This design comes from an exercise in tuning for small area, a short achievable clock period and few clock cycles on the open sky130 flow, not from production work.
At most, simulation tests tie the RTL to the original design; equivalence was not proved.
The RTL of run 2 was laid out without a check of its function.
Power is estimated from default activity; no workload was simulated.

===== design/flow/flow/run.sh =====
#!/bin/bash
# The standard layout, with timing repair aiming for setup slack well
# above zero (the constraints are unchanged), so that the achieved period
# shrinks. The full output of the flow goes to standard.log.
export SETUP_SLACK_MARGIN=11.5
bash standard.sh > standard.log 2>&1

===== design/flow/standard.sh =====
#!/bin/bash
# synth_recipe.tcl (not shown) runs the flow's synth.tcl, then flattens the netlist and writes it again
# the make line also repeats each setting of config.mk as NAME=value (left out here)
make -C /OpenROAD-flow-scripts/flow DESIGN_CONFIG=/design/flow/config.mk WORK_HOME=/design/flow/orfs CLKGATE_MAP_FILE= SYNTH_SCRIPT=/design/flow/synth_recipe.tcl "${@:-finish}"

===== design/flow/config.mk =====
export PLATFORM = sky130hd
export DESIGN_NAME = RISC_V_Base_data_path
export DESIGN_NICKNAME = RISC_V_Base_data_path
export VERILOG_FILES = /design/flow/design.v
export SDC_FILE = /design/flow/constraint.sdc
export NUM_CORES = 4
export LEC_CHECK = 0
export CAP_MARGIN = 20
export CORE_MARGIN = 2
export CORE_UTILIZATION = 40
export SLEW_MARGIN = 20

===== design/flow/constraint.sdc =====
create_clock -name core_clock -period 16.0 [get_ports {cpu_clk}]
set_input_delay 3.2000 -clock core_clock [delete_from_list [all_inputs] [get_ports {cpu_clk}]]
set_output_delay 3.2000 -clock core_clock [all_outputs]
set_load 0.01 [all_outputs]

===== design/flow/design.v =====
`timescale 1ns / 1ps
module RISC_V_Base_data_path(
    input  logic        cpu_clk,
    input  logic        reset,
    output logic [31:0] imem_addr,
    input  logic [31:0] imem_rdata,
    output logic [31:0] dmem_addr,
    output logic [31:0] dmem_wdata,
    output logic [3:0]  dmem_wmask,
    input  logic [31:0] dmem_rdata
);
    logic [31:2] pc;                        
    logic [31:2] pc_n;                      
    logic [31:0] ir;                        
    logic        d_valid;
    logic [31:0] ex_a, ex_b, ex_c;          
    logic [2:0]  ex_f3;                     
    logic [2:0]  ex_op;                     
    logic        ex_alt;                    
    logic        ex_cmp;                    
    logic        ex_link;                   
    logic        ex_pred;                   
    logic [4:0]  ex_rd;
    logic        ex_we, ex_ld, ex_st, ex_br, ex_jalr;    
    logic [31:0] mw_x;                      
    logic [31:0] mw_wdata;
    logic [3:0]  mw_wmask;
    logic [4:0]  mw_rd;
    logic        mw_we, mw_ld;
    logic [2:0]  mw_f3;
    logic [31:0] w_data;                    
    logic [1:0]  w_lo;
    logic [4:0]  w_rd;
    logic        w_we, w_ld;
    logic [2:0]  w_f3;
    logic [31:0] rf [1:31];
    assign imem_addr = {~pc_n, 2'b00};
    logic [4:0] opc, rs1, rs2, rd;
    logic [2:0] f3;
    assign opc = ir[6:2];
    assign rs1 = ir[19:15];
    assign rs2 = ir[24:20];
    assign rd  = ir[11:7];
    assign f3  = ir[14:12];
    logic d_load, d_opimm, d_auipc, d_store, d_op, d_lui, d_br, d_jalr, d_jal;
    assign d_br    =  opc[4] & ~opc[0];
    assign d_jalr  =  opc[4] &  opc[0] & ~opc[1];
    assign d_jal   =  opc[4] &  opc[1];
    assign d_load  = ~opc[4] & ~opc[3] & ~opc[2];
    assign d_store = ~opc[4] &  opc[3] & ~opc[2];
    assign d_opimm = ~opc[4] & ~opc[3] &  opc[2] & ~opc[0];
    assign d_auipc = ~opc[4] & ~opc[3] &  opc[2] &  opc[0];
    assign d_op    = ~opc[4] &  opc[3] &  opc[2] & ~opc[0];
    assign d_lui   = ~opc[4] &  opc[3] &  opc[2] &  opc[0];
    logic use1, use2, wr;
    assign use1 = ~(d_lui | d_auipc | d_jal);
    assign use2 = d_op | d_br | d_store;
    assign wr   = ~(d_br | d_store) & (rd != 5'd0);
    logic [31:0] imm_i, imm_s, imm_u4;
    logic [31:2] imm_bj, off_bj;
    assign imm_i  = {{20{ir[31]}}, ir[31:20]};
    assign imm_s  = {{20{ir[31]}}, ir[31:25], ir[11:7]};
    assign imm_u4 = {ir[31:12] - 20'd1, 12'hffc};
    assign imm_bj = d_jal ? {{12{ir[31]}}, ir[19:12], ir[20], ir[30:22]}
                          : {{20{ir[31]}}, ir[7], ir[30:25], ir[11:9]};
    assign off_bj = imm_bj - 30'd1;
    logic [31:2] pc4, target;
    assign pc4    = pc + 30'd1;
    assign target = pc + off_bj;
    logic pred;                             
    logic same;                             
    assign same = rs1 == rs2;
    assign pred = d_valid & (d_jal | (d_br & (same ? ~(f3[2] ^ f3[0]) : ir[31])));
    logic [31:0] wb;
    logic [31:0] r1, r2, v1, v2;
    always_comb begin
        r1 = 32'b0;
        r2 = 32'b0;
        for (int i = 1; i < 32; i++) begin
            r1 = r1 | (rf[i] & {32{rs1 == i[4:0]}});
            r2 = r2 | (rf[i] & {32{rs2 == i[4:0]}});
        end
    end
    assign v1 = (mw_we && rs1 == mw_rd) ? mw_x : (w_we && rs1 == w_rd) ? wb : r1;
    assign v2 = (mw_we && rs2 == mw_rd) ? mw_x : (w_we && rs2 == w_rd) ? wb : r2;
    logic fa, fb, fc;
    assign fa = use1 & ex_we & (rs1 == ex_rd);
    assign fb = (d_op | d_br) & ex_we & (rs2 == ex_rd);
    assign fc = d_store & ex_we & (rs2 == ex_rd);
    logic stall, redirect, bubble;
    logic [31:2] redirect_pc;
    assign stall  = d_valid && ((ex_ld && ((use1 && rs1 == ex_rd) || (use2 && rs2 == ex_rd))) ||
                                (mw_ld && ((use1 && rs1 == mw_rd) || (use2 && rs2 == mw_rd))));
    assign bubble = ~d_valid | stall | redirect;
    logic [31:2] pc_next;
    assign pc_next = redirect ? redirect_pc : stall ? pc : pred ? target : pc4;
    always_ff @(posedge cpu_clk or posedge reset) begin
        if (reset) begin
            pc      <= 30'h20000000;
            pc_n    <= ~30'h20000000;
            d_valid <= 1'b0;
        end else begin
            pc      <= pc_next;
            pc_n    <= ~pc_next;
            if (redirect)    d_valid <= 1'b0;
            else if (!stall) d_valid <= ~pred;
        end
    end
    always_ff @(posedge cpu_clk) begin
        if (!stall) ir <= imem_rdata;
    end
    always_ff @(posedge cpu_clk or posedge reset) begin
        if (reset) begin
            ex_we <= 1'b0; ex_ld <= 1'b0; ex_st <= 1'b0; ex_br <= 1'b0; ex_jalr <= 1'b0;
        end else begin
            ex_we   <= ~bubble & wr;
            ex_ld   <= ~bubble & d_load & wr;
            ex_st   <= ~bubble & d_store;
            ex_br   <= ~bubble & d_br;
            ex_jalr <= ~bubble & d_jalr;
        end
    end
    logic [31:0] res;                       
    always_ff @(posedge cpu_clk) begin
        ex_a    <= fa ? res : d_lui ? 32'b0 : d_auipc ? {pc, 2'b00} : v1;
        ex_b    <= fb ? res : (d_op | d_br) ? v2 : d_store ? imm_s : d_auipc ? imm_u4 : d_lui ? {ir[31:12], 12'b0} : imm_i;
        ex_c    <= fc ? res : d_store ? v2 : {((d_br & ~pred) ? target : pc), 2'b00};
        ex_f3   <= f3;
        ex_op   <= (d_op | d_opimm) ? f3 : 3'b000;
        ex_alt  <= ir[30] & (d_op | d_opimm) & (f3 == 3'b101);
        ex_cmp  <= d_br | ((d_op | d_opimm) & f3[2:1] == 2'b01) | (d_op & f3 == 3'b000 & ir[30]);
        ex_link <= d_jal | d_jalr;
        ex_pred <= pred;
        ex_rd   <= rd;
    end
    logic [31:0] a, b, c;
    assign a = ex_a;
    assign b = ex_b;
    assign c = ex_c;
    logic [32:0] sum;
    assign sum = {1'b0, a} + {1'b0, ex_cmp ? ~b : b} + {32'b0, ex_cmp};
    logic ltu, lt, eq;
    assign ltu = ~sum[32];
    assign lt  = (a[31] ^ b[31]) ? a[31] : sum[31];
    assign eq  = (a == b);
    logic        shl;
    logic [31:0] sh_in, sh_out, sh_rev;
    logic [32:0] sh_ext;
    assign shl = ~ex_op[2];
    always_comb begin
        for (int i = 0; i < 32; i++) sh_rev[i] = a[31 - i];
    end
    assign sh_in  = shl ? sh_rev : a;
    assign sh_ext = {ex_alt & a[31], sh_in};
    logic [31:0] sh_r;
    assign sh_r = 32'($signed(sh_ext) >>> b[4:0]);
    always_comb begin
        for (int i = 0; i < 32; i++) sh_out[i] = shl ? sh_r[31 - i] : sh_r[i];
    end
    logic [31:0] alu;
    always_comb begin
        case (ex_op)
            3'b000: alu = sum[31:0];
            3'b001: alu = sh_out;
            3'b010: alu = {31'b0, lt};
            3'b011: alu = {31'b0, ltu};
            3'b100: alu = a ^ b;
            3'b101: alu = sh_out;
            3'b110: alu = a | b;
            default: alu = a & b;
        endcase
    end
    assign res = ex_link ? c : alu;
    logic taken;
    always_comb begin
        case (ex_f3[2:1])
            2'b00:   taken = eq;
            2'b10:   taken = lt;
            default: taken = ltu;
        endcase
        taken = taken ^ ex_f3[0];
    end
    assign redirect    = ex_jalr | (ex_br & (taken ^ ex_pred));
    assign redirect_pc = ex_jalr ? sum[31:2] : c[31:2];
    always_ff @(posedge cpu_clk or posedge reset) begin
        if (reset) begin
            mw_we    <= 1'b0;
            mw_wmask <= 4'b0;
        end else begin
            mw_we    <= ex_we;
            mw_wmask <= ~ex_st ? 4'b0000 :
                        ex_f3[1] ? 4'b1111 :
                        ex_f3[0] ? (sum[1] ? 4'b1100 : 4'b0011) :
                        (4'b0001 << sum[1:0]);
        end
    end
    always_ff @(posedge cpu_clk) begin
        mw_x     <= res;
        mw_wdata <= ex_f3[1] ? c : ex_f3[0] ? {2{c[15:0]}} : {4{c[7:0]}};
        mw_rd    <= ex_rd;
        mw_ld    <= ex_ld;
        mw_f3    <= ex_f3;
    end
    assign dmem_addr  = mw_x;
    assign dmem_wdata = mw_wdata;
    assign dmem_wmask = mw_wmask;
    always_ff @(posedge cpu_clk or posedge reset) begin
        if (reset) w_we <= 1'b0;
        else       w_we <= mw_we;
    end
    always_ff @(posedge cpu_clk) begin
        w_data <= mw_ld ? dmem_rdata : mw_x;
        w_lo   <= mw_x[1:0];
        w_rd   <= mw_rd;
        w_ld   <= mw_ld;
        w_f3   <= mw_f3;
    end
    logic [7:0]  lbyte;
    logic [15:0] lhalf;
    logic [31:0] ldv;
    always_comb begin
        case (w_lo)
            2'b00:   lbyte = w_data[7:0];
            2'b01:   lbyte = w_data[15:8];
            2'b10:   lbyte = w_data[23:16];
            default: lbyte = w_data[31:24];
        endcase
        lhalf = w_lo[1] ? w_data[31:16] : w_data[15:0];
        case (w_f3[1:0])
            2'b00:   ldv = {{24{lbyte[7] & ~w_f3[2]}}, lbyte};
            2'b01:   ldv = {{16{lhalf[15] & ~w_f3[2]}}, lhalf};
            default: ldv = w_data;
        endcase
    end
    assign wb = w_ld ? ldv : w_data;
    always_ff @(posedge cpu_clk) begin
        if (w_we) rf[w_rd] <= wb;
    end
endmodule

==> impl_results.md, run 1 <==
* Placed Instance Area at slightly above 70000 um^2
* Clk sink count at ~1300
* CP Capture Point: ex_b[5]
* Post-synth EDFFs at between 1000 and 1500
* Power Density at 158.0 nW/um^2
* Layout cells sized above 1 at 19.06%
* Clk latency of the worst-skew pair at 850 ps
* Kind of critical path: reg -> reg
* Cells after Synth at about 6000
* Most used flip-flop cell after synthesis: edfxtp_1
* Critical path startpoint category: flip-flop
* Largest net degree at the start of global routing at 73
* Worst slew margin at between 10% and 20%
* Cell repeated most along the worst path: buf_4
* DRC at 0
* CP endpoint kind: flip-flop
* Worst Hold Class: reg -> reg
* Post-synth ARST share at 5.450%
* Core footprint at 167400 um^2
* Via density at 7.383
* Sequential-to-total area share from yosys stat at between 50% and 60%
* I/O pins at 166
* Overflow after GRT at 0
* Die Area at 172200 um^2
* Maximum fanout along the worst path at 22
* Syn. warnings at 1
* Crit path from: ir[20]
* Drt initial violations at 13430
* CTS tree: yes
* Gr usage total at 41.11%
* Worst EP arrival at 5500 ps
* Routability Congestion at about 1.1
* Area Growth Syn to Fin at 17.13%
* Critical Path Slowest Stage Cell: o221ai_2
* First-pass GRT wire length at 488600 um
* Routed Antenna Nets at 0
* CP required at roughly 17000 ps
* Status: finished clean
* I/O Buffers at around 160
* Max-Cap Viols at 0
* Fin crit share at 30.46%
* CTS root buf: clkbuf_16
* CTS Buffer Depth at 3
* Max stage delay on crit path at 720 ps
* Worst reg-to-reg path cell count at 12
* H-tree Lvls at 4
* Vias in the first global route at 57660
* Max VDD drop at 107.6 uV
* Max-slew violation count at 0
* Yosys cell types at between 100 and 150
* Rows at 150
* Final setup fails at 0
* Achievable clock frequency at 205.2 MHz
* Initial antenna violation count at 31
* Worst slew pin tran at 1262 ps
* Buffers plus inverters on the worst setup path at 4
* Cts bufs inserted at 143
* Layout Nets at 6377
* Drt pass-1 iters at 12
* Cell-by-cell trace of the critical path: buf_4, nor2_2, buf_4, and2_2, buf_4, buf_4, a22oi_1, nand2_1, nor3_1, a31oi_2, mux2i_1, o221ai_2
* Die X-Extent at 414.9 um
* Routed vias at 62970
* #FFs+latches synth at 1321
* Routed WL per cell at 43.22 um
* Fin Clk Skew at 59.21 ps
* R2R Path End: ex_b[5]
* Hold_ws at 342.3 ps
* P_leak at 28.69 nW
* Reg2reg setup slack at 11130 ps
* Clock-pin slew on the worst setup and hold paths at 60 ps
* Die Height at 414.9 um
* Worst r2r src: ir[20]
* Avg Inst Size Synth at 11.24 um^2
* Crit-path leading delay family: buffers and inverters
* Initial Utilization at roughly two fifths
* Crit path depth at 12
* Unrepaired setup endpoints after global routing: true
* Fin. Hold Viols at 0
* Setup TNS at 0 ps
* Fin area at roughly 79000 um^2
* Routed WL at roughly 370000 um
* Mapped Area at 67550 um^2
* Dpl hpwl at 223000 um
* Post-layout min period at roughly 4900 ps
[repair_timing]
item                                    CTS  global route
gates resized for setup                 608           142
hold buffers                              0             0
setup buffers                            52            42
endpoints found under the setup margin  212           166
cloned                                    4             4
pin swaps                                21            37
[power by group]
group	leakage, nW	internal (mW)	switching (mW)
Clock	2.30	1.94	1.50
Combinational	14.4	1.35	2.65
Sequential	12.0	4.46	0.609
Total	28.7	7.74	4.76
[final cells by class]
class / instances / area [um^2]
timing repair buffer: 476 / 4083
inverter: 157 / 605.6
antenna: 33 / 82.58
tap: 2204 / 2758
multi-input combinational: 4079 / 29590
clock buffer: 180 / 3810
fill: 15100 / 88290
sequential: 1321 / 37210
timing repair inverter: 2 / 10.01
clock inverter: 77 / 972.2
[flip-flops by register name (all words and copies together), names as in the netlist, 30 cells and up]
name      flops
w_data       32
ex_b         32
ir           30
pc_n         30
mw_wdata     32
pc           30
ex_a         32
rf          992
ex_c         32
mw_x         32
[metal layers]
metal	vias to the layer above	track usage (%)	wire [um]
met5	-	0.1389	603
met3	2067	18.05	57530
li1	23960	-	-
met1	30260	48.06	121400
met4	34	33.29	38890
met2	6650	58.32	150100
[worst min-delay path by stage]
stage              end  depth (start not counted)     start  slack (ps)
2_1_floorplan  w_f3[0]                          0  mw_f3[0]         310
3_3_place_gp   w_f3[2]                          0  mw_f3[2]         320
3_5_place_dp   w_f3[0]                          0  mw_f3[0]         330
4_1_cts        w_f3[0]                          0  mw_f3[0]         340
5_1_grt        w_f3[0]                          0  mw_f3[0]         350
6_report       w_f3[0]                          0  mw_f3[0]         340
[stage by stage]
step           util, %  std cells  power [mW]  setup slack (ps)
5_1_grt          47.22       8498       12.72             11280
3_5_place_dp     43.26       8135       8.545             10360
3_3_place_gp     43.26       8135       8.528             10440
2_1_floorplan        -       6012       6.690             11550
4_1_cts          46.56       8448       12.08             11290
6_report         47.26       8529       12.50             11130
[cell usage in the layout (no fill, tap or decap), types with 35 or more instances in the layout]
master           count
nand3_1            217
inv_1              116
o21ai_0            147
and3_1             139
dfxtp_1            184
mux2_2             116
a211oi_1            43
or3_1               35
a21oi_1            227
edfxtp_1          1022
buf_6               69
a22oi_1            800
o211ai_1            47
a21o_1              35
a31oi_1             46
nand4_1             91
a2111oi_0           37
nor4_1              62
buf_4              294
nand2_1            508
o21a_1              38
nor2_4              69
mux2i_1            118
clkdlybuf4s50_1     63
xor2_1              82
nor2_1             270
mux4_2              57
nor3_1              69
ha_1               122
xnor2_1             48
dfrtp_1             42
buf_2               37
clkbuf_16          149
a222oi_1            49
[cell families after synthesis]
group | after synthesis | synth area share (%)
compound gates | 1836 | 19.55
simple gates | 1670 | 11.93
flops | 1321 | 54.88
buf+inv | 613 | 3.616
mux | 300 | 5.764
xor+xnor | 139 | 1.802
fa+ha+maj | 131 | 2.449
other cells | 1 | 0.005552
[cell usage after synthesis (65+ instances only)]
library cell | count | area, um^2
clkbuf_1 | 347 | 1303
nor4_1 | 65 | 406.6
inv_1 | 148 | 555.5
xor2_1 | 86 | 753.2
mux2_2 | 116 | 1306
edfxtp_1 | 1022 | 30690
dfxtp_1 | 227 | 4544
mux2i_1 | 122 | 1221
nand3_1 | 222 | 1111
nor2_1 | 346 | 1299
ha_1 | 129 | 1614
a22oi_1 | 800 | 6006
and3_1 | 142 | 888.4
nand4_1 | 91 | 569.3
o21ai_0 | 167 | 835.8
nor3_1 | 82 | 410.4
nand2_1 | 517 | 1941
a21oi_1 | 246 | 1231
Testbench counts, summed over its fixed seeds: cycles 361,065.
==> inputs of run 2 (changes only) <==
--- a/design/flow/design.v
+++ b/design/flow/design.v
@@ -12,3 +12,2 @@
     logic [31:2] pc;                        
-    logic [31:2] pc_n;                      
     logic [31:0] ir;                        
@@ -36,3 +35,3 @@
     logic [31:0] rf [1:31];
-    assign imem_addr = {~pc_n, 2'b00};
+    assign imem_addr = {pc, 2'b00};
     logic [4:0] opc, rs1, rs2, rd;
@@ -70,5 +69,3 @@
     logic pred;                             
-    logic same;                             
-    assign same = rs1 == rs2;
-    assign pred = d_valid & (d_jal | (d_br & (same ? ~(f3[2] ^ f3[0]) : ir[31])));
+    assign pred = d_valid & (d_jal | (d_br & ir[31]));
     logic [31:0] wb;
@@ -94,4 +91,2 @@
     assign bubble = ~d_valid | stall | redirect;
-    logic [31:2] pc_next;
-    assign pc_next = redirect ? redirect_pc : stall ? pc : pred ? target : pc4;
     always_ff @(posedge cpu_clk or posedge reset) begin
@@ -99,9 +94,9 @@
             pc      <= 30'h20000000;
-            pc_n    <= ~30'h20000000;
             d_valid <= 1'b0;
-        end else begin
-            pc      <= pc_next;
-            pc_n    <= ~pc_next;
-            if (redirect)    d_valid <= 1'b0;
-            else if (!stall) d_valid <= ~pred;
+        end else if (redirect) begin
+            pc      <= redirect_pc;
+            d_valid <= 1'b0;
+        end else if (!stall) begin
+            pc      <= pred ? target : pc4;
+            d_valid <= ~pred;
         end
==> design/flow/flow/run.sh (replaced) <==
#!/bin/bash
cp standard.sh standard_sh_copy.log
export SETUP_SLACK_MARGIN=11
bash standard.sh > standard.log 2>&1
--- a/design/flow/config.mk
+++ b/design/flow/config.mk
@@ -9,3 +9,3 @@
 export CORE_MARGIN = 2
-export CORE_UTILIZATION = 40
+export CORE_UTILIZATION = 55
 export SLEW_MARGIN = 20
==> run 2 against run 1 <==
Effect of this change: die area fell by 30%; clock power fell by 7.0%; synthesized cell count fell by 4.2%; sequential power fell by 4.9%; critical path depth fell by 1; register-to-register slack got worse by 350 ps; count of clock-buffer cells in the layout fell by 13; flip-flop and latch count fell by 30; hold slack barely moved; via count fell by 4.5%; non-clock buffer count fell by 67; critical path type unchanged; largest power group unchanged.
==> impl_results.md, run 2 <==
* Hold EP: w_f3[0]
* Worst slew margin at between 10 and 15%
* Critical Path Slowest Stage Cell: nor3b_1
* Die Height at 347.7 um
* Routed Antenna Nets at 0
* Hold path cells at 0
* Power Density at 156.0 nW/um^2
* CP required at roughly 17000 ps
* Max-Cap Viols at 0
* Commonest non-fill, non-tap cell in the layout: edfxtp_1
* Worst slew pin tran at 1296 ps
* R2R Path End: ex_b[7]
* Comb power frac at 30.7%
* Final setup fails at 0
* Achievable clock frequency at around 190 MHz
* Worst r2r src: ir[21]
* Gr usage total at 53.82%
* Rows at 126
* Unrepaired setup endpoints after global routing: true
* Layout cells sized above 1 at between 10 and 15%
* Layout Nets at 6077
* Dpl hpwl at 200700 um
* Cell-by-cell trace of the critical path: nor3b_1, and2_2, buf_4, a22oi_1, nand2_1, nor4_1, nand4_1, o21ai_0, o21ai_0, o21ai_0, o21ai_0
* Most frequent cell after synthesis: edfxtp_1
* CTS Buffer Depth at 3
* Top-area cell type share of the netlist area at a little under half
* Cts bufs inserted at between 100 and 150
* CTS root buf: clkbuf_16
* DRC at 0
* Crit-path leading delay family: simple AND/OR/NAND/NOR gates
* Largest net degree at the start of global routing at 67
* Yosys cell types at 105
* Worst Hold Class: reg -> reg
* Commonest non-fill, non-tap cells in the layout: edfxtp_1 (1022), a22oi_1 (874), nand2_1 (569), nor2_1 (260), a21oi_1 (248)
* Worst EP arrival at 5900 ps
* Fin Clk Skew at 40.17 ps
* Hold_buf cts at 0
* Max FFs per register at 992
* Area Growth Syn to Fin at 14.18%
* Reg2reg setup slack at between 10000 and 15000 ps
* Clock-pin slew on the worst setup and hold paths at 70 ps
* Initial antenna violation count at 33
* Fin. Hold Viols at 0
* Syn. warnings at 1
* Overflow after GRT at 0
* Post-layout min period at 5220 ps
* Internal Pwr Total at 7.299 mW
* Initial Utilization at a little under three fifths
* Critical path startpoint category: flip-flop
* I/O Buffers at 161
* Biggest register: rf
* Status: finished clean
* Cell repeated most along the worst path: o21ai_0
* Seq pwr share at around two fifths
* Vias in the first global route at around 55000
* Fin crit share at 32.63%
* Mapped Area at between 60000 and 70000 um^2
* Sequential-to-total area share from yosys stat at 55.85%
* Worst hold path startpoint: mw_f3[0]
* Clk sink count at 1291
* H-tree Lvls at 4
* #FFs+latches synth at 1291
* Sw frac at 36.94%
* Max VDD drop at around 120 uV
* Buffers plus inverters on the worst setup path at 1
* Routability Congestion at 1.063
* Drt pass-1 iters at 11
* Cell taking the most area after synthesis: edfxtp_1
* Fin area at about 74000 um^2
* Largest cells by area after synthesis: edfxtp_1 (47%), a22oi_1 (10%), dfxtp_1 (7.0%), nand2_1 (3.3%), ha_1 (2.5%)
* CTS tree: yes
* Max stage delay on crit path at just over 900 ps
* Cells after Synth at just under 6000
* Core footprint at 117600 um^2
* Cell types with the highest counts after synthesis: edfxtp_1 (1022), a22oi_1 (874), nand2_1 (576), clkbuf_1 (355), nor2_1 (336)
* Worst reg-to-reg path cell count at 11
* Placed Instance Area at a little under 70000 um^2
* I/O pins at 166
* Sw Pwr at 4.276 mW
* Max-slew violation count at 0
* Die Area at 120900 um^2
* Post-synth ARST share at between 3 and 4%
* Most used flip-flop cell after synthesis: edfxtp_1
* Clock power frac at ~28%
* Clk latency of the worst-skew pair at 820 ps
* Via density at between 7 and 8
* Post-synth EDFFs at 1022
* Avg Inst Size Synth at 11.28 um^2
* Drt initial violations at 13940
* Routed WL at 333900 um
* Kind of critical path: reg -> reg
* Maximum fanout along the worst path at 22
* Setup TNS at 0 ps
* Die X-Extent at 347.7 um
* P_leak at 26.76 nW
* First-pass GRT wire length at 446700 um
* Routed vias at approximately 60000
* Routed WL per cell at 44.28 um
* CP endpoint kind: flip-flop
## run 2: cell count changes after synthesis, moves of 27 or more
cell / delta
o21ai_0: +44
nor3_1: +29
mux2i_1: -57
nand2_1: +59
nand3_1: -94
dfstp_2: -29
a21o_1: +27
a22oi_1: +74
and3_1: -101
a2111oi_0: -29
inv_1: -27
## run 2: worst max-delay path by stage
stage | start | end | slack [ps] | cells past startpoint
floorplan | ir[3] | pc[29] | 11060 | 22
global placement | ir[6] | pc[29] | 9840 | 20
detailed placement | ir[6] | pc[29] | 9790 | 20
CTS | pc[19] | imem_addr[19] | 11000 | 1
global route | ir[6] | pc[25] | 10920 | 21
finish | ir[21] | ex_b[7] | 10780 | 11
## run 2: power groups by stage
stage                     Clock, mW  Sequential [mW]  Combinational (mW)
after floorplan                   0             4.62                1.79
after global placement            0             4.90                3.14
after detailed placement          0             4.90                3.16
after CTS                      3.16             4.78                3.33
after global routing           3.29             4.80                3.66
final                          3.20             4.82                3.56
## run 2: routing by layer
metal | global-route usage, % | share of wire (%) | vias up
li1 | - | - | 22790
met1 | 62.58 | 31 | 28320
met2 | 75.85 | 40 | 6804
met3 | 24.16 | 17 | 2173
met4 | 45.20 | 11 | 39
met5 | 1.361 | 0.18 | -
## run 2: timing repair
| action | 4_1_cts | 5_1_grt |
|---|---|---|
| setup buffers | 34 | 12 |
| gates resized for setup | 99 | 47 |
| endpoints found under the setup margin | 100 | 48 |
| pin swaps | 5 | 13 |
## run 2: cell families (layout without fill, tap and decap cells)
group | after synthesis | in the layout | synth area share [%]
AOI/OAI and AO/OA | 1885 | 1885 | 20.58
xor gates and xnor gates | 158 | 158 | 2.141
adders and majority gates | 131 | 131 | 2.546
buffers and inverters | 557 | 781 | 3.360
DFF | 1291 | 1291 | 55.85
muxes | 221 | 221 | 4.647
other | 1 | 20 | 0.005771
and+or+nand+nor | 1517 | 1517 | 10.87
## run 2: worst reg2reg max path: stages (launching register included)
cell      delay, ps
edfxtp_1        680
nor3b_1         930
and2_2          690
buf_4           620
a22oi_1         180
nand2_1         120
nor4_1           60
nand4_1         230
o21ai_0         540
o21ai_0         330
o21ai_0         310
o21ai_0         420
## run 2: stage by stage
step                      worst slack [ps]  hold WS (ps)  total power [mW]  cells  utilization, %
after floorplan                      11060         309.6             6.408   5762               -
after global placement                9838         315.4             8.035   7228           58.67
after detailed placement              9787         312.8             8.057   7229           58.68
after CTS                            11000         339.8             11.28   7509           62.76
after global routing                 10920         350.7             11.75   7523           63.05
final                                10780         342.1             11.58   7540           63.08
## run 2: final cells by class
class | instances | area (um^2)
fill | 9287 | 43420
sequential | 1291 | 36390
multi-input combinational | 3914 | 27490
clock buffer | 167 | 3592
timing repair buffer | 409 | 3505
tap | 1536 | 1922
clock inverter | 79 | 778.2
inverter | 126 | 475.5
antenna | 18 | 45.04
==> inputs of run 3 (changes only) <==
--- a/design/flow/design.v
+++ b/design/flow/design.v
@@ -29,7 +29,2 @@
     logic [2:0]  mw_f3;
-    logic [31:0] w_data;                    
-    logic [1:0]  w_lo;
-    logic [4:0]  w_rd;
-    logic        w_we, w_ld;
-    logic [2:0]  w_f3;
     logic [31:0] rf [1:31];
@@ -69,3 +64,5 @@
     logic pred;                             
-    assign pred = d_valid & (d_jal | (d_br & ir[31]));
+    logic same;                             
+    assign same = rs1 == rs2;
+    assign pred = d_valid & (d_jal | (d_br & (same ? ~(f3[2] ^ f3[0]) : ir[31])));
     logic [31:0] wb;
@@ -80,4 +77,4 @@
     end
-    assign v1 = (mw_we && rs1 == mw_rd) ? mw_x : (w_we && rs1 == w_rd) ? wb : r1;
-    assign v2 = (mw_we && rs2 == mw_rd) ? mw_x : (w_we && rs2 == w_rd) ? wb : r2;
+    assign v1 = (mw_we && rs1 == mw_rd) ? wb : r1;
+    assign v2 = (mw_we && rs2 == mw_rd) ? wb : r2;
     logic fa, fb, fc;
@@ -88,5 +85,6 @@
     logic [31:2] redirect_pc;
-    assign stall  = d_valid && ((ex_ld && ((use1 && rs1 == ex_rd) || (use2 && rs2 == ex_rd))) ||
-                                (mw_ld && ((use1 && rs1 == mw_rd) || (use2 && rs2 == mw_rd))));
+    assign stall  = d_valid && ex_ld && ((use1 && rs1 == ex_rd) || (use2 && rs2 == ex_rd));
     assign bubble = ~d_valid | stall | redirect;
+    logic [31:2] pc_next;
+    assign pc_next = redirect ? redirect_pc : stall ? pc : pred ? target : pc4;
     always_ff @(posedge cpu_clk or posedge reset) begin
@@ -95,8 +93,6 @@
             d_valid <= 1'b0;
-        end else if (redirect) begin
-            pc      <= redirect_pc;
-            d_valid <= 1'b0;
-        end else if (!stall) begin
-            pc      <= pred ? target : pc4;
-            d_valid <= ~pred;
+        end else begin
+            pc      <= pc_next;
+            if (redirect)    d_valid <= 1'b0;
+            else if (!stall) d_valid <= ~pred;
         end
@@ -201,13 +197,2 @@
     assign dmem_wmask = mw_wmask;
-    always_ff @(posedge cpu_clk or posedge reset) begin
-        if (reset) w_we <= 1'b0;
-        else       w_we <= mw_we;
-    end
-    always_ff @(posedge cpu_clk) begin
-        w_data <= mw_ld ? dmem_rdata : mw_x;
-        w_lo   <= mw_x[1:0];
-        w_rd   <= mw_rd;
-        w_ld   <= mw_ld;
-        w_f3   <= mw_f3;
-    end
     logic [7:0]  lbyte;
@@ -216,18 +201,18 @@
     always_comb begin
-        case (w_lo)
-            2'b00:   lbyte = w_data[7:0];
-            2'b01:   lbyte = w_data[15:8];
-            2'b10:   lbyte = w_data[23:16];
-            default: lbyte = w_data[31:24];
-        endcase
-        lhalf = w_lo[1] ? w_data[31:16] : w_data[15:0];
-        case (w_f3[1:0])
-            2'b00:   ldv = {{24{lbyte[7] & ~w_f3[2]}}, lbyte};
-            2'b01:   ldv = {{16{lhalf[15] & ~w_f3[2]}}, lhalf};
-            default: ldv = w_data;
-        endcase
-    end
-    assign wb = w_ld ? ldv : w_data;
-    always_ff @(posedge cpu_clk) begin
-        if (w_we) rf[w_rd] <= wb;
+        case (mw_x[1:0])
+            2'b00:   lbyte = dmem_rdata[7:0];
+            2'b01:   lbyte = dmem_rdata[15:8];
+            2'b10:   lbyte = dmem_rdata[23:16];
+            default: lbyte = dmem_rdata[31:24];
+        endcase
+        lhalf = mw_x[1] ? dmem_rdata[31:16] : dmem_rdata[15:0];
+        case (mw_f3[1:0])
+            2'b00:   ldv = {{24{lbyte[7] & ~mw_f3[2]}}, lbyte};
+            2'b01:   ldv = {{16{lhalf[15] & ~mw_f3[2]}}, lhalf};
+            default: ldv = dmem_rdata;
+        endcase
+    end
+    assign wb = mw_ld ? ldv : mw_x;
+    always_ff @(posedge cpu_clk) begin
+        if (mw_we) rf[mw_rd] <= wb;
     end
==> design/flow/flow/run.sh (replaced) <==
#!/bin/bash
# The standard layout, with timing repair aiming for setup slack well
# above zero (the constraints are unchanged), so that the achieved period
# shrinks. The full output of the flow goes to standard.log.
export SETUP_SLACK_MARGIN=11.5
bash standard.sh > standard.log 2>&1
--- a/design/flow/config.mk
+++ b/design/flow/config.mk
@@ -7,5 +7,8 @@
 export LEC_CHECK = 0
+export ABC_AREA = 1
 export CAP_MARGIN = 20
 export CORE_MARGIN = 2
-export CORE_UTILIZATION = 55
+export CORE_UTILIZATION = 40
+export CTS_CLUSTER_DIAMETER = 100
+export CTS_CLUSTER_SIZE = 25
 export SLEW_MARGIN = 20
==> run 3 against run 2 <==
Effect of this change: setup slack better by 540 ps; design area is 1.5% higher; routed wire length is 13% higher; sequential share of layout area is 1.8 points lower; maximum frequency is 12% higher; register-to-register slack better by 580 ps; final cell count is 29% higher; non-clock buffer count is 137 higher; die area is 37% higher; combinational power is 8.4% higher.
==> impl_results.md, run 3 <==
* Achievable clock frequency at 213.6 MHz
* Drt initial violations at 12480
* P_leak at 29.31 nW
* Post-synth EDFFs at 1022
* Routability Congestion at 1.063
* Most frequent cell after synthesis: nand2_1
* Kind of critical path: in -> reg
* Syn. warnings at 1
* Routed Antenna Nets at 0
* CTS root buf: clkbuf_16
* Maximum fanout along the worst path at 7
* Placed Instance Area at about 70000 um^2
* Mapped Area at 65120 um^2
* Most used flip-flop cell after synthesis: edfxtp_1
* Worst slew margin at 6.195%
* #FFs+latches synth at between 1000 and 1500
* Gr usage total at 43.63%
* Rows at 148
* Status: finished clean
* Core footprint at 162200 um^2
* Clock-pin slew on the worst setup and hold paths at 100 ps
* Worst hold path startpoint: ex_rd[1]
* Worst r2r src: ir[16]
* CP endpoint kind: flip-flop
* Max VDD drop at approximately 110 uV
* Cts bufs inserted at 61
* Reg2reg setup slack at 11360 ps
* First-pass GRT wire length at 495900 um
* H-tree Lvls at 2
* Sequential-to-total area share from yosys stat at 54.36%
* Hold_buf cts at 0
* Fin Clk Skew at 103.4 ps
* Layout cells sized above 1 at 13.66%
* Commonest non-fill, non-tap cell in the layout: nand2_1
* Fin util at 46.42%
* Yosys cell types at 66
* Biggest register: rf
* Overflow after GRT at 0
* Max-slew violation count at 0
* Fin crit share at 29.26%
* Worst reg-to-reg path cell count at 15
* Largest cells by area after synthesis: edfxtp_1 (47%), nand2_1 (9.9%), dfxtp_1 (5.7%), inv_1 (4.5%), o21ai_0 (3.9%)
* Hold_ws at 403.4 ps
* Fin area at 75300 um^2
* Worst EP arrival at 5330 ps
* Routed WL per cell at around 39 um
* DRC at 0
* Cell types with the highest counts after synthesis: nand2_1 (1710), edfxtp_1 (1022), inv_1 (783), o21ai_0 (505), nor2_1 (440)
* Clk sink count at 1247
* Max FFs per register at 992
* I/O Buffers at 161
* Die Area at 166000 um^2
* Via density at 6.725
* Dpl hpwl at roughly 240000 um
* Initial Utilization at 40.14%
* Setup TNS at 0 ps
* Cells after Synth at 7157
* Area Growth Syn to Fin at 15.63%
* Hold EP: mw_rd[1]
* Worst slew pin tran at about 1400 ps
* Die X-Extent at slightly above 400 um
* Hold path cells at 0
* Routed vias at 65200
* Drt pass-1 iters at 10
* CTS tree: yes
* Cell taking the most area after synthesis: edfxtp_1
* Commonest non-fill, non-tap cells in the layout: nand2_1 (1676), edfxtp_1 (1022), inv_1 (750), o21ai_0 (428), nor2_1 (386)
* Power Density at 135.7 nW/um^2
* Crit path from: dmem_rdata[31]
* R2R Path End: ex_a[26]
* Initial antenna violation count at 41
* Critical path startpoint category: input port
* CP required at 16650 ps
* Vias in the first global route at 58030
* Unrepaired setup endpoints after global routing: true
* CTS Buffer Depth at 3
* Avg Inst Size Synth at ~9 um^2
* Top-area cell type share of the netlist area at a little under half
* Routed WL at 378500 um
* Largest net degree at the start of global routing at 100
* Post-layout min period at between 4000 and 5000 ps
* Max-Cap Viols at 0
* Fin. Hold Viols at 0
* I/O pins at 166
* Post-synth ARST share at approximately 3.3%
* Clk latency of the worst-skew pair at 840 ps
* Worst Hold Class: reg -> reg
* Die Height at 407.5 um
* Layout Nets at 7648
* Final setup fails at 0
* Final-layout fill cell count at 15660
[run 3: changes by cell type after synthesis, sizes merged, moves of 102 or more]
cell    previous run  this run
nand2            577      1726
a22oi            874        51
inv              121       811
o21ai            221       534
nand3            128       415
o22ai             32       197
clkbuf           356       212
a221oi            23       164
nor2             336       453
mux2             102         0
[run 3: area by class of cell]
class	instances	area [um^2]	share of cell area (%)
inverters	828	3171	4.211
flip-flops and latches	1247	35580	47.25
well taps	2175	2721	3.614
multi-input cells	4763	27100	35.98
diodes	45	112.6	0.1495
repair inverters	4	27.53	0.03656
clock buffers	71	1564	2.077
repair buffers	546	4727	6.278
clock inverters	17	301.5	0.4005
[run 3: logic make-up (layout without fill, tap and decap cells)]
| logic type | after synthesis | in the layout | synth area share [%] |
|---|---|---|---|
| buf+inv | 1173 | 1466 | 7.040 |
| flops | 1247 | 1247 | 54.36 |
| fa+ha+maj | 131 | 131 | 2.540 |
| xor+xnor | 122 | 122 | 1.641 |
| mux | 13 | 13 | 0.1998 |
| other cells | 1 | 47 | 0.005759 |
| simple gates | 2888 | 2901 | 18.68 |
| compound gates | 1582 | 1594 | 15.53 |
[run 3: power by group]
| part | internal [mW] | leakage [nW] | switching [mW] | total [mW] |
|---|---|---|---|---|
| sequential | 4.12 | 11.4 | 0.314 | 4.44 |
| combinational | 1.09 | 17.1 | 2.76 | 3.86 |
| clock | 0.742 | 0.895 | 1.18 | 1.92 |
[run 3: how the worst max path moves through the flow]
stage / endpoint / depth (start not counted)
after CTS: imem_addr[17] / 1
after detailed placement: ex_b[12] / 15
final: ex_a[22] / 13
after global routing: imem_addr[17] / 1
after floorplan: ex_c[30] / 14
after global placement: ex_b[12] / 15
[run 3: metal layers]
metal / wire (um) / track usage (%) / up-vias
li1: - / - / 25850
met1: 124300 / 49.34 / 30970
met5: 989 / 4.109 / -
met3: 60230 / 20.81 / 1976
met4: 40700 / 37.06 / 42
met2: 152300 / 61.37 / 6363
[run 3: timing repair]
| item | CTS | global route |
|---|---|---|
| endpoints found under the setup margin | 1135 | 417 |
| pin swaps | 42 | 69 |
| setup buffers | 121 | 58 |
| resized for setup | 667 | 203 |
| gates cloned | 29 | 2 |
[run 3: stage by stage]
step / setup WS, ps / power [mW] / instances
global placement: 9312 / 7.547 / 9352
finish: 11320 / 10.22 / 9696
floorplan: 11150 / 5.935 / 7158
global route: 11330 / 10.37 / 9658
CTS: 11350 / 9.788 / 9590
detailed placement: 9272 / 7.567 / 9352
[run 3: critical path, stage by stage]
cell and delay, ps:
buf_4 140, nand3b_1 170, nand3_2 120, nor2_4 70
a21oi_4 180, a21oi_4 70, buf_12 180, o211ai_1 170
nand2_4 210, o22ai_4 440, nand2_2 170, o211ai_1 130
nand2_1 70
Testbench counts of run 3, summed over its fixed seeds: cycles 359,519.
==> inputs of run 4 (changes only) <==
--- a/design/flow/design.v
+++ b/design/flow/design.v
@@ -77,4 +77,4 @@
     end
-    assign v1 = (mw_we && rs1 == mw_rd) ? wb : r1;
-    assign v2 = (mw_we && rs2 == mw_rd) ? wb : r2;
+    assign v1 = (mw_we && rs1 == mw_rd) ? mw_x : r1;
+    assign v2 = (mw_we && rs2 == mw_rd) ? mw_x : r2;
     logic fa, fb, fc;
@@ -85,3 +85,4 @@
     logic [31:2] redirect_pc;
-    assign stall  = d_valid && ex_ld && ((use1 && rs1 == ex_rd) || (use2 && rs2 == ex_rd));
+    assign stall  = d_valid && ((ex_ld && ((use1 && rs1 == ex_rd) || (use2 && rs2 == ex_rd))) ||
+                                (mw_ld && ((use1 && rs1 == mw_rd) || (use2 && rs2 == mw_rd))));
     assign bubble = ~d_valid | stall | redirect;
@@ -89,11 +90,9 @@
     assign pc_next = redirect ? redirect_pc : stall ? pc : pred ? target : pc4;
+    always_ff @(posedge cpu_clk) begin
+        pc <= reset ? 30'h20000000 : pc_next;
+    end
     always_ff @(posedge cpu_clk or posedge reset) begin
-        if (reset) begin
-            pc      <= 30'h20000000;
-            d_valid <= 1'b0;
-        end else begin
-            pc      <= pc_next;
-            if (redirect)    d_valid <= 1'b0;
-            else if (!stall) d_valid <= ~pred;
-        end
+        if (reset)           d_valid <= 1'b0;
+        else if (redirect)   d_valid <= 1'b0;
+        else if (!stall)     d_valid <= ~pred;
     end
@@ -176,12 +175,10 @@
     always_ff @(posedge cpu_clk or posedge reset) begin
-        if (reset) begin
-            mw_we    <= 1'b0;
-            mw_wmask <= 4'b0;
-        end else begin
-            mw_we    <= ex_we;
-            mw_wmask <= ~ex_st ? 4'b0000 :
-                        ex_f3[1] ? 4'b1111 :
-                        ex_f3[0] ? (sum[1] ? 4'b1100 : 4'b0011) :
-                        (4'b0001 << sum[1:0]);
-        end
+        if (reset) mw_we <= 1'b0;
+        else       mw_we <= ex_we;
+    end
+    always_ff @(posedge cpu_clk) begin
+        mw_wmask <= (reset | ~ex_st) ? 4'b0000 :
+                    ex_f3[1] ? 4'b1111 :
+                    ex_f3[0] ? (sum[1] ? 4'b1100 : 4'b0011) :
+                    (4'b0001 << sum[1:0]);
     end
--- a/design/flow/flow/run.sh
+++ b/design/flow/flow/run.sh
@@ -4,3 +4,3 @@
 # shrinks. The full output of the flow goes to standard.log.
-export SETUP_SLACK_MARGIN=11.5
+export SETUP_SLACK_MARGIN=11.6
 bash standard.sh > standard.log 2>&1
==> run 4 against run 3 <==
Effect of this change: combinational power decreased by 18%; via count rose by 0.84%; utilization rose by 0.22 points; critical path depth up 3; area after synthesis down 0.20%; total power shrank 7.9%; register-to-register slack worse by 80 ps; sequential share of layout area increased by 0.052 points; largest cell class unchanged; largest power group unchanged; highest routed layer unchanged.
==> impl_results.md, run 4 <==
* Status: finished clean
* CP endpoint kind: flip-flop
* Die X-Extent at 407.1 um
* Syn. warnings at 1
* CTS Buffer Depth at 3
* Fin util at 46.64%
* Power Density at 125.3 nW/um^2
* Fin area at 75060 um^2
* Rows at approximately 150
* Critical Path Slowest Stage Cell: edfxtp_1
* Layout cells sized above 1 at 12.77%
* Cells after Synth at 7188
* Cell-by-cell trace of the critical path: inv_1, nand2_1, nor2_2, nand2_2, buf_4, clkinv_2, nand2_1, o21ai_0, a221oi_1, o2111ai_1, nor2_1, nand3_1, o21ai_0, o22ai_1, inv_1, nand2_1
* Post-layout min period at 4717 ps
* Fin Clk Skew at 84.57 ps
* Clk sink count at about 1200
* Commonest non-fill, non-tap cell in the layout: nand2_1
* Fin. Hold Viols at 0
* CTS tree: yes
* Max-slew violation count at 0
* Worst slew pin tran at 1307 ps
* Overflow after GRT at 0
* Most frequent cell after synthesis: nand2_1
* Clk latency of the worst-skew pair at between 800 and 900 ps
* Max FFs per register at approximately 990
* Fin crit share at 29.48%
* Unrepaired setup endpoints after global routing: true
* Routed Antenna Nets at 0
* Layout Nets at ~7700
* Maximum fanout along the worst path at 9
* Clock-pin slew on the worst setup and hold paths at 100 ps
* Largest net degree at the start of global routing at 85
* Biggest register: rf
* Setup TNS at 0 ps
* Routed vias at 65750
* Kind of critical path: reg -> reg
* Achievable clock frequency at 212.0 MHz
* Routability Congestion at 1.054
* #FFs+latches synth at 1247
* Die Height at 407.1 um
* Worst EP arrival at between 5000 and 6000 ps
* Initial Utilization at 40.38%
* Routed WL at 372100 um
* Die Area at 165700 um^2
* Commonest non-fill, non-tap cells in the layout: nand2_1 (1690), edfxtp_1 (1022), inv_1 (772), o21ai_0 (482), nor2_1 (463)
* I/O Buffers at approximately 160
* Worst slew margin at 12.57%
* Critical path startpoint category: flip-flop
* I/O pins at 166
* Post-synth ARST share at less than 1%
* Max-Cap Viols at 0
* Via density at 6.774
* Top-area cell type share of the netlist area at 47.22%
* P_leak at 28.93 nW
* Gr usage total at 43.73%
* First-pass GRT wire length at roughly 500000 um
* Sequential-to-total area share from yosys stat at 54.21%
* Max stage delay on crit path at between 500 and 600 ps
* Setup ws final at 11280 ps
* Placement Setup Slack at 9391 ps
* Drt initial violations at 13580
* H-tree Lvls at 2
* Dpl hpwl at 233000 um
* Core footprint at 160900 um^2
* Avg Inst Size Synth at 9.042 um^2
* Mapped Area at 64990 um^2
* Initial antenna violation count at 42
* Post-synth EDFFs at just over 1000
* Drt pass-1 iters at 9
* Final setup fails at 0
* CP required at 16650 ps
* Routed WL per cell at 38.34 um
* Total Power at about 9.4 mW
* CTS root buf: clkbuf_16
* Area Growth Syn to Fin at 15.49%
* Vias in the first global route at ~58000
* Most used flip-flop cell after synthesis: edfxtp_1
* Cts bufs inserted at 61
* Cell taking the most area after synthesis: edfxtp_1
* DRC at 0
* Reg2reg setup slack at 11280 ps
* Yosys cell types at 69
* Cell types with the highest counts after synthesis: nand2_1 (1716), edfxtp_1 (1022), inv_1 (797), o21ai_0 (517), nor2_1 (510)
* Worst Hold Class: reg -> reg
* Cell repeated most along the worst path: nand2_1
* Max VDD drop at 105.0 uV
* Largest cells by area after synthesis: edfxtp_1 (47%), nand2_1 (9.9%), dfxtp_1 (6.7%), inv_1 (4.6%), o21ai_0 (4.0%)
* Final-layout fill cell count at 15400
* Placed Instance Area at 70240 um^2
[run 4: area by class of cell]
type	count	area (um^2)	share of cell area, %
repair buffers	541	4982	6.638
flip-flops and latches	1247	35500	47.30
clock inverters	14	277.8	0.3701
multi-input cells	4785	26680	35.55
clock buffers	68	1574	2.097
inverters	832	3187	4.246
diodes	60	150.1	0.2000
well taps	2160	2703	3.601
[run 4: per-layer routing]
metal | track usage, % | part of all wire, % | vias up
met4 | 37.74 | 11 | 28
li1 | - | - | 25860
met3 | 22.09 | 17 | 2093
met2 | 59.36 | 39 | 6801
met1 | 50.46 | 32 | 30970
met5 | 0.8623 | 0.070 | -
[run 4: path summary, 6_finish.rpt]
| check | start | end | depth (start not counted) |
|---|---|---|---|
| max | ir[21] | ex_b[3] | 16 |
| min | ex_c[6] | mw_wdata[6] | 0 |
| max reg2reg | ir[21] | ex_b[3] | 16 |
| min reg2reg | ex_c[6] | mw_wdata[6] | 0 |
| max in group asynchronous | reset | d_valid | 3 |
| min in group asynchronous | reset | ex_st | 3 |
[run 4: what timing repair did]
action	CTS	global route
buffers inserted	119	26
endpoints found under the setup margin	1060	940
gates resized for setup	753	130
pin swaps	30	20
gates cloned	18	1
hold buffers	0	0
[run 4: kinds of logic after synthesis]
family	Yosys count	share of synthesized area (%)
AND/OR/NAND/NOR	2908	18.80
multiplexers	14	0.2156
AO/OA/AOI/OAI	1580	15.44
adder cells (fa/ha/maj)	131	2.545
buffers and inverters	1174	7.002
other	1	0.005770
XOR/XNOR	133	1.792
flip-flops	1247	54.21
[run 4: critical path, delay by kind of cell (launching register included)]
family / cells / cell delay (ps)
flip-flops: 1 / 530
AO/OA/AOI/OAI: 5 / 1180
AND/OR/NAND/NOR: 7 / 1780
buffers and inverters: 4 / 1080
[run 4: per-stage QoR]
step	hold WS (ps)	cells
6_report	376.9	9707
3_3_place_gp	372.3	9399
5_1_grt	386.5	9659
2_1_floorplan	329.0	7189
4_1_cts	378.4	9619
3_5_place_dp	360.2	9400
[run 4: power by group]
part	total (mW)	switching, mW	leakage (nW)	internal [mW]
clock network	1.92	1.16	0.898	0.760
registers	4.30	0.253	11.3	4.05
logic	3.18	2.24	16.8	0.939
Testbench counts of run 4, summed over its fixed seeds: cycles 361,065.
==> inputs of run 5 (changes only) <==
--- a/design/flow/design.v
+++ b/design/flow/design.v
@@ -13,3 +13,10 @@
     logic [31:0] ir;                        
+    logic [31:2] pc_d;                      
     logic        d_valid;
+    logic        d_hit;                     
+    logic [1:0]  d_hidx;                    
+    logic [3:0]  btb_v;
+    logic [7:2]  btb_tag [0:3];
+    logic [11:2] btb_tgt [0:3];
+    logic [1:0]  btb_rr;                    
     logic [31:0] ex_a, ex_b, ex_c;          
@@ -31,2 +38,15 @@
     assign imem_addr = {pc, 2'b00};
+    logic [3:0]  hit_k;
+    logic        hit;
+    logic [1:0]  hidx;
+    logic [11:2] f_tgt;
+    logic [31:2] f_next;
+    always_comb begin
+        for (int k = 0; k < 4; k++) hit_k[k] = btb_v[k] & (btb_tag[k] == pc[7:2]);
+        hit   = |hit_k;
+        hidx  = {hit_k[3] | hit_k[2], hit_k[3] | hit_k[1]};
+        f_tgt = ({10{hit_k[0]}} & btb_tgt[0]) | ({10{hit_k[1]}} & btb_tgt[1]) |
+                ({10{hit_k[2]}} & btb_tgt[2]) | ({10{hit_k[3]}} & btb_tgt[3]);
+    end
+    assign f_next = hit ? {pc[31:12], f_tgt} : pc + 30'd1;
     logic [4:0] opc, rs1, rs2, rd;
@@ -52,13 +72,12 @@
     assign wr   = ~(d_br | d_store) & (rd != 5'd0);
-    logic [31:0] imm_i, imm_s, imm_u4;
-    logic [31:2] imm_bj, off_bj;
+    logic [31:0] imm_i, imm_s, imm_u;
+    logic [31:2] imm_bj;
     assign imm_i  = {{20{ir[31]}}, ir[31:20]};
     assign imm_s  = {{20{ir[31]}}, ir[31:25], ir[11:7]};
-    assign imm_u4 = {ir[31:12] - 20'd1, 12'hffc};
+    assign imm_u  = {ir[31:12], 12'b0};
     assign imm_bj = d_jal ? {{12{ir[31]}}, ir[19:12], ir[20], ir[30:22]}
                           : {{20{ir[31]}}, ir[7], ir[30:25], ir[11:9]};
-    assign off_bj = imm_bj - 30'd1;
     logic [31:2] pc4, target;
-    assign pc4    = pc + 30'd1;
-    assign target = pc + off_bj;
+    assign pc4    = pc_d + 30'd1;
+    assign target = pc_d + imm_bj;
     logic pred;                             
@@ -88,4 +107,7 @@
     assign bubble = ~d_valid | stall | redirect;
-    logic [31:2] pc_next;
-    assign pc_next = redirect ? redirect_pc : stall ? pc : pred ? target : pc4;
+    logic [31:2] exp_next, pc_next;
+    logic        d_redir;
+    assign exp_next = pred ? target : pc4;
+    assign d_redir  = d_valid & ~stall & (pc != exp_next);
+    assign pc_next  = redirect ? redirect_pc : stall ? pc : d_redir ? exp_next : f_next;
     always_ff @(posedge cpu_clk) begin
@@ -94,8 +116,34 @@
     always_ff @(posedge cpu_clk or posedge reset) begin
-        if (reset)           d_valid <= 1'b0;
-        else if (redirect)   d_valid <= 1'b0;
-        else if (!stall)     d_valid <= ~pred;
-    end
-    always_ff @(posedge cpu_clk) begin
-        if (!stall) ir <= imem_rdata;
+        if (reset)                   d_valid <= 1'b0;
+        else if (redirect | d_redir) d_valid <= 1'b0;
+        else if (!stall)             d_valid <= 1'b1;
+    end
+    always_ff @(posedge cpu_clk) begin
+        if (!stall) begin
+            ir     <= imem_rdata;
+            pc_d   <= pc;
+            d_hit  <= hit;
+            d_hidx <= hidx;
+        end
+    end
+    logic [1:0] wslot;
+    assign wslot = d_hit ? d_hidx : btb_rr;
+    always_ff @(posedge cpu_clk or posedge reset) begin
+        if (reset) begin
+            btb_v  <= 4'b0;
+            btb_rr <= 2'b0;
+        end else if (d_redir && !redirect) begin
+            if (pred) begin
+                btb_v[wslot] <= 1'b1;
+                if (!d_hit) btb_rr <= btb_rr + 2'd1;
+            end else if (d_hit) begin
+                btb_v[d_hidx] <= 1'b0;
+            end
+        end
+    end
+    always_ff @(posedge cpu_clk) begin
+        if (d_redir && !redirect && pred) begin
+            btb_tag[wslot] <= pc_d[7:2];
+            btb_tgt[wslot] <= target[11:2];
+        end
     end
@@ -114,5 +162,5 @@
     always_ff @(posedge cpu_clk) begin
-        ex_a    <= fa ? res : d_lui ? 32'b0 : d_auipc ? {pc, 2'b00} : v1;
-        ex_b    <= fb ? res : (d_op | d_br) ? v2 : d_store ? imm_s : d_auipc ? imm_u4 : d_lui ? {ir[31:12], 12'b0} : imm_i;
-        ex_c    <= fc ? res : d_store ? v2 : {((d_br & ~pred) ? target : pc), 2'b00};
+        ex_a    <= fa ? res : d_lui ? 32'b0 : d_auipc ? {pc_d, 2'b00} : v1;
+        ex_b    <= fb ? res : (d_op | d_br) ? v2 : d_store ? imm_s : (d_lui | d_auipc) ? imm_u : imm_i;
+        ex_c    <= fc ? res : d_store ? v2 : {((d_br & ~pred) ? target : pc4), 2'b00};
         ex_f3   <= f3;
==> run 5 against run 4 <==
Effect of this change: largest power group unchanged; non-clock buffer count grew 68; sequential power grew 13%; design area up 8.4%.
==> impl_results.md, run 5 <==
* Biggest register: rf
* Max VDD drop at between 100 and 150 uV
* Largest net degree at the start of global routing at 93
* Status: finished clean
* CTS Buffer Depth at 3
* Routability Congestion at 1.042
* Worst slew margin at 13.01%
* Max-Cap Viols at 0
* Core footprint at 173600 um^2
* Comb power frac at 35.7%
* Fin Clk Skew at ~76 ps
* Commonest non-fill, non-tap cells in the layout: nand2_1 (1898), edfxtp_1 (1119), inv_1 (868), o21ai_0 (472), buf_4 (379)
* Layout cells sized above 1 at approximately an eighth
* Top-area cell type share of the netlist area at 48.18%
* Worst EP arrival at 5500 ps
* Max FFs per register at about 1000
* Biggest regs: rf (992), btb_tgt (40)
* Yosys cell types at 65
* Sw Pwr at roughly 4.4 mW
* CP endpoint kind: flip-flop
* Clk latency of the worst-skew pair at approximately 800 ps
* Layout Cells excl Fill at a little over 10000
* Dpl cells at between 10000 and 15000
* Critical path startpoint category: flip-flop
* Initial antenna violation count at 44
* Layout Nets at 8200
* Fin area at 81360 um^2
* Hold_buf cts at 0
* Achievable clock frequency at between 200 and 250 MHz
* Via density at 6.593
* Clk sink count at between 1000 and 1500
* Seq pwr share at 44.9%
* Worst Hold Class: reg -> reg
* Largest cells by area after synthesis: edfxtp_1 (48%), nand2_1 (11%), dfxtp_1 (6.3%), inv_1 (4.8%), o21ai_0 (3.6%)
* I/O Buffers at 161
* Routed Antenna Nets at 0
* Vias in the first global route at 62040
* CTS tree: yes
* Reg2reg setup slack at approximately 11000 ps
* Avg Inst Size Synth at 9.109 um^2
* Cell taking the most area after synthesis: edfxtp_1
* Fin crit share at approximately 30%
* H-tree Lvls at 3
* Cts bufs inserted at 68
* Placed Instance Area at 75310 um^2
* Total Power at 10.88 mW
* Mapped Area at between 60000 and 70000 um^2
* Clock power frac at 19.4%
* Maximum fanout along the worst path at 15
* Drt pass-1 iters at 9
* Overflow after GRT at 0
* Syn. warnings at 1
* #FFs+latches synth at 1350
* P_leak at about 32 nW
* Final setup fails at 0
* Commonest non-fill, non-tap cell in the layout: nand2_1
* Dpl hpwl at 244300 um
* Area Growth Syn to Fin at 16.67%
* CTS root buf: clkbuf_16
* Post-layout min period at 4797 ps
* Clock-pin slew on the worst setup and hold paths at 100 ps
* Worst slew pin tran at 1300 ps
* First-pass GRT wire length at ~500000 um
* Most used flip-flop cell after synthesis: edfxtp_1
* Initial Utilization at 40.16%
* I/O pins at 166
* Sequential-to-total area share from yosys stat at 54.91%
* Rows at 153
* Die Area at roughly 180000 um^2
* Power Density at around 130 nW/um^2
* CP required at between 15000 and 20000 ps
* Routed WL at 379800 um
* Die X-Extent at 421.5 um
* Kind of critical path: reg -> reg
* Max-slew violation count at 0
* Post-synth EDFFs at between 1000 and 1500
* Post-synth ARST share at 0.9630%
* Sw frac at between 40% and 50%
* Drt initial violations at 12830
* Cells after Synth at 7656
* Cell types with the highest counts after synthesis: nand2_1 (1962), edfxtp_1 (1119), inv_1 (891), o21ai_0 (496), nor2_1 (443)
* Gr usage total at 40.90%
* Die Height at 421.5 um
* Unrepaired setup endpoints after global routing: true
* Routed WL per cell at 36.57 um
* Setup TNS at 0 ps
* Fin. Hold Viols at 0
* Most frequent cell after synthesis: nand2_1
* DRC at 0
* Internal Pwr Total at about 6.5 mW
* Routed vias at 68450
* Fin util at 46.86%
-- run 5: final timing paths --
| path | startpoint | end | cells after the start |
|---|---|---|---|
| worst max-delay path | ir[16] | ex_a[16] | 11 |
| worst min-delay path | ex_c[3] | mw_wdata[3] | 0 |
| worst max register to register | ir[16] | ex_a[16] | 11 |
| worst min register to register | ex_c[3] | mw_wdata[3] | 0 |
| max in group asynchronous | reset | mw_we | 3 |
| min in group asynchronous | reset | d_valid | 3 |
-- run 5: metrics by stage --
step	hold slack (ps)	setup WS, ps
finish	396.1	11200
global route	400.2	11340
CTS	396.7	11430
detailed placement	375.6	8948
global placement	381.7	8966
floorplan	329.0	11180
-- run 5: cells by family after synthesis --
kind of cell | share of synthesized area, %
DFF | 54.91
AOI/OAI and AO/OA | 15.53
other | 0.005377
adders and majority gates | 2.318
buffers and inverters | 7.021
muxes | 0.3732
xor gates and xnor gates | 1.356
and+or+nand+nor | 18.48
-- run 5: power groups by stage --
stage | logic [mW] | registers [mW] | clock network (mW)
6_report | 3.89 | 4.88 | 2.11
5_1_grt | 4.03 | 4.87 | 2.20
4_1_cts | 3.50 | 4.83 | 2.08
3_5_place_dp | 3.08 | 4.94 | 0
3_3_place_gp | 3.05 | 4.94 | 0
2_1_floorplan | 1.70 | 4.71 | 0
-- run 5: routing by layer --
layer / wire length, um / vias up / track usage (%) / part of all wire (%)
li1: - / 27700 / - / -
met1: 126900 / 32650 / 48.07 / 33
met2: 155200 / 6206 / 58.39 / 41
met3: 56520 / 1859 / 15.61 / 15
met4: 40700 / 38 / 35.53 / 11
met5: 431 / - / 0 / 0.11
-- run 5: timing repair --
item                                    in CTS  in global routing
resized for setup                          753                200
setup buffers                              133                 63
endpoints found under the setup margin     973                934
pin swaps                                   30                 52
cloned                                      22                  7
-- run 5: worst max-delay path, cell delays in order (launching register included) --
cell	delay, ps
edfxtp_1	540
buf_4	220
nor2_1	410
nand3_1	520
inv_2	770
buf_4	550
nand2_1	110
o2111ai_1	140
nor4_1	90
a21oi_1	750
o221ai_1	370
nand2_1	180
-- run 5: layout make-up --
class / instances / area, um^2
Timing Repair Buffer: 609 / 5727
Inverter: 929 / 3552
Antenna cell: 26 / 65.06
Clock inverter: 19 / 320.3
Tap cell: 2325 / 2909
Clock buffer: 77 / 1735
Sequential cell: 1350 / 38550
Fill cell: 16580 / 92270
Multi-Input combinational cell: 5048 / 28510
Testbench counts of run 5, summed over its fixed seeds: cycles 333,548.

## port drivers added, routing unchanged
No port has a modelled driver above. Below, the same layouts with a new extraction and two added sets of constraints.
Step 1 (the two cells are an assumption about what drives the block):
set clk [get_ports {cpu_clk}]
set_driving_cell -lib_cell sky130_fd_sc_hd__clkbuf_16 $clk
set_driving_cell -lib_cell sky130_fd_sc_hd__buf_2 [delete_from_list [all_inputs] $clk]
Step 2 also shifts input and output timing later by t, the mid clock arrival at the registers, as if the neighbouring blocks saw the same clock.
Three values: ideal, step 1, step 2; two values: the first two.
| run | t, ns | slack for setup (ns) | pins driven straight from the clock port |
|---|---|---|---|
| run 1 | 0.907 | 11.127 / 11.127 / 11.127 | 1 |
| run 2 | 0.871 | 10.780 / 10.780 / 10.780 | 1 |
| run 3 | 0.873 | 11.318 / 11.243 / 10.479 | 1 |
| run 4 | 0.867 | 11.283 / 11.283 / 10.684 | 1 |
| run 5 | 0.867 | 11.203 / 11.203 / 10.781 | 1 |
After both steps every run listed still meets setup and hold. For run 3, which loses most, drivers alone change the setup slack by -0.075 ns; drivers and shift together by -0.839 ns.
